Context: an optimization exercise on an open-source flow, tuned for small area and a short achievable clock period. The choices shown serve that exercise and are no tape-out recipe.
In this exercise RTL edits were held to simulation tests only and were not proved equivalent to the original.

Design sym4_dec_fir_fp32, start of the top module:
module sym4_dec_fir_fp32 #(
    parameter [31:0] DEC_H0 = 32'hbd9b2b0e,  
    parameter [31:0] DEC_H1 = 32'hbcf2c635,  
    parameter [31:0] DEC_H2 = 32'h3efec7e0,  
    parameter [31:0] DEC_H3 = 32'h3f4dc1d3,  
    parameter [31:0] DEC_H4 = 32'h3e9880d1,  
    parameter [31:0] DEC_H5 = 32'hbdcb339e,  
    parameter [31:0] DEC_H6 = 32'hbc4e80df,  
    parameter [31:0] DEC_H7 = 32'h3d03fc5f   
)(
    input         clk,
    input         rstn,
    input         din_valid,
    input  [31:0] din,
    output        dout_valid,
    output [31:0] dout
);
localparam M0 = 1, M1 = 1, M2 = 1;        
localparam A1 = 1, A2 = 1, A3 = 1;        
localparam LM = M0 + M1 + M2;
localparam LA = A1 + A2 + A3;
localparam [31:0] P1_INIT  = 32'h00000000;    
localparam [31:0] P2_INIT  = 32'h80000000;    
localparam [31:0] P3_INIT  = 32'h80000000;    
localparam [31:0] S23_INIT = 32'h80000000;    
reg        phase;
reg        v0;
reg        par0;
reg [31:0] x0;
reg [25:0] m30;                            
reg        xh0, xnan0, xinf0, xzero0;      
wire [23:0] din_m = {(din[30:23] != 8'h0), din[22:0]};
always @(posedge clk or negedge rstn) begin
    if (!rstn) begin
        phase <= 1'b0;
        v0    <= 1'b0;
    end else begin
        v0 <= din_valid;
        if (din_valid) phase <= ~phase;
    end
end
reg [3:0] sel0;                            
always @(posedge clk) begin
    sel0 <= {4{phase}};
    x0   <= din;
    m30  <= {2'b00, din_m} + {1'b0, din_m, 1'b0};
    xh0    <= din_m[23];
    xnan0  <= (&din[30:23]) & (|din[22:0]);
    xinf0  <= (&din[30:23]) & ~(|din[22:0]);
    xzero0 <= ~(|din[30:0]);
    par0 <= phase;
end
wire [8:0] md;
pipe #(.W(9), .EN(M0)) u_md(clk, {x0[30:23], par0}, md);
wire [4:0] lt1, lt;
pipe #(.W(5), .EN(M0)) u_lt1(clk, {x0[31], xnan0, xinf0, xzero0, par0}, lt1);
pipe #(.W(5), .EN(M1)) u_lt(clk, lt1, lt);
wire [31:0] q0, q1, q2, q3;
mulc0 #(.R0(M0), .R1(M1), .R2(M2)) u_m0(clk, x0, xh0, md, lt, m30, sel0[0], q0);
mulc1 #(.R0(M0), .R1(M1), .R2(M2)) u_m1(clk, x0, xh0, md, lt, m30, sel0[1], q1);
mulc2 #(.R0(M0), .R1(M1), .R2(M2)) u_m2(clk, x0, xh0, md, lt, m30, sel0[2], q2);
  ...
clock: 10.0 ns
lec_check: 0
cap_margin: 20
core_margin: 2
core_utilization: 60
cts_cluster_diameter: 100
cts_cluster_size: 20
place_density: 0.75
slew_margin: 20
standard.sh (not shown) runs the stock make flow with config.mk's settings and CLKGATE_MAP_FILE= SYNTH_SCRIPT=/design/flow/synth_recipe.tcl, a recipe that flattens the netlist after the stock synthesis.
==> flow/flow/run.sh <==
#!/bin/bash
set -euo pipefail
bash standard.sh SETUP_SLACK_MARGIN=5.5 finish > flow_make.log 2>&1
Rerun with:
==> flow/run.sh (new file) <==
#!/bin/bash
# synth_recipe.tcl (not shown) runs the flow's synth.tcl, then flattens the netlist and writes it again
# the make line also repeats each setting of config.mk as NAME=value (left out here)
make -C /OpenROAD-flow-scripts/flow DESIGN_CONFIG=/design/flow/config.mk WORK_HOME=/design/flow/orfs CLKGATE_MAP_FILE= SYNTH_SCRIPT=/design/flow/synth_recipe.tcl finish
Settings changed: CORE_UTILIZATION 60 to 55, PLACE_DENSITY 0.75 to 0.7, SETUP_SLACK_MARGIN set to 5.
removed: flow/flow/run.sh
removed: flow/standard.sh
Result:
- The changed run went through all stages and came out clean
- final area shrinks by a few percent
- final cell count barely changes
- worst setup slack got worse by 0.27 ns
- maximum frequency came out lower by a few percent
- global-route usage is lower by 3.0 points
- synthesized area does not change
- die area rises by roughly a tenth
- count of clock-buffer cells in the layout climbs by 4
- register-to-register slack got worse by 0.27 ns
- via count decreases by a few percent
Rerun with:
==> flow/flow/run.sh (new file) <==
#!/bin/bash
set -euo pipefail
bash standard.sh SETUP_SLACK_MARGIN=5.75 finish > flow_make.log 2>&1
==> flow/standard.sh (new file) <==
#!/bin/bash
# synth_recipe.tcl (not shown) runs the flow's synth.tcl, then flattens the netlist and writes it again
# the make line also repeats each setting of config.mk as NAME=value (left out here)
make -C /OpenROAD-flow-scripts/flow DESIGN_CONFIG=/design/flow/config.mk WORK_HOME=/design/flow/orfs CLKGATE_MAP_FILE= SYNTH_SCRIPT=/design/flow/synth_recipe.tcl "${@:-finish}"
Settings changed: SETUP_SLACK_MARGIN 5 to not set.
removed: flow/run.sh
After rerunning: The changed run ran to the end with no violations; routed wire length rose by a few percent; global-route usage went up by 1.4 points; cell count grows by a few percent; die area stays the same; design area rises by a little under a tenth.
Rerun with:
==> flow/flow/run.sh (replaced) <==
#!/bin/bash
set -euo pipefail
bash standard.sh SETUP_SLACK_MARGIN=6 finish > flow_make.log 2>&1
What happened: The changed run ran to the end with no violations. Via count rose by 1.5%. Utilization rose by 1.5 points. Sequential share of layout area fell by 0.60 points. Wire length rose by 3.6%. Area after synthesis stays the same. Setup slack degrades by 0.015 ns.
Rerun with:
==> flow/flow/run.sh (replaced) <==
#!/bin/bash
set -euo pipefail
bash standard.sh SETUP_SLACK_MARGIN=5.5 finish > flow_make.log 2>&1
- The changed run completed without violations
- clock-buffer cell count fell by 3
- setup slack gets better by 0.051 ns
- utilization came out lower by 3.6 points

## afterwards: timing with drivers on the ports
No port has a modelled driver above. Below, the same layouts with a new extraction and two added sets of constraints. Step 1 sets driving cells, clkbuf_16 on the clock port and buf_2 on the other inputs (assumed; they add their load-dependent delay and slew). Step 2 adds t to the input delays and takes it off the output delays; t is the mean of the earliest and latest rising clock arrival at the registers after step 1. Input paths then give back, and output paths get back, about the clock's delay inside the block. Three values: ideal, step 1, step 2; two values: the first two.
| run | t, ns | slack for setup (ns) | hold slack, ns |
|---|---|---|---|
| the first run | 0.857 | 5.319 / 5.319 / 4.777 | 0.324 / 0.324 / 0.324 |
| the second run | 0.868 | 5.046 / 5.046 / 4.330 | 0.327 / 0.327 / 0.327 |
| the third run | 0.855 | 5.329 / 5.329 / 5.084 | 0.324 / 0.324 / 0.324 |
| the fourth run | 0.875 | 5.314 / 5.314 / 5.025 | 0.325 / 0.325 / 0.325 |
| the fifth run | 0.873 | 5.365 / 5.365 / 4.792 | 0.324 / 0.324 / 0.324 |
After both steps every run listed still meets setup and hold. For the second run, which loses most, drivers alone change the setup slack by 0.000 ns; drivers and shift together by -0.716 ns.
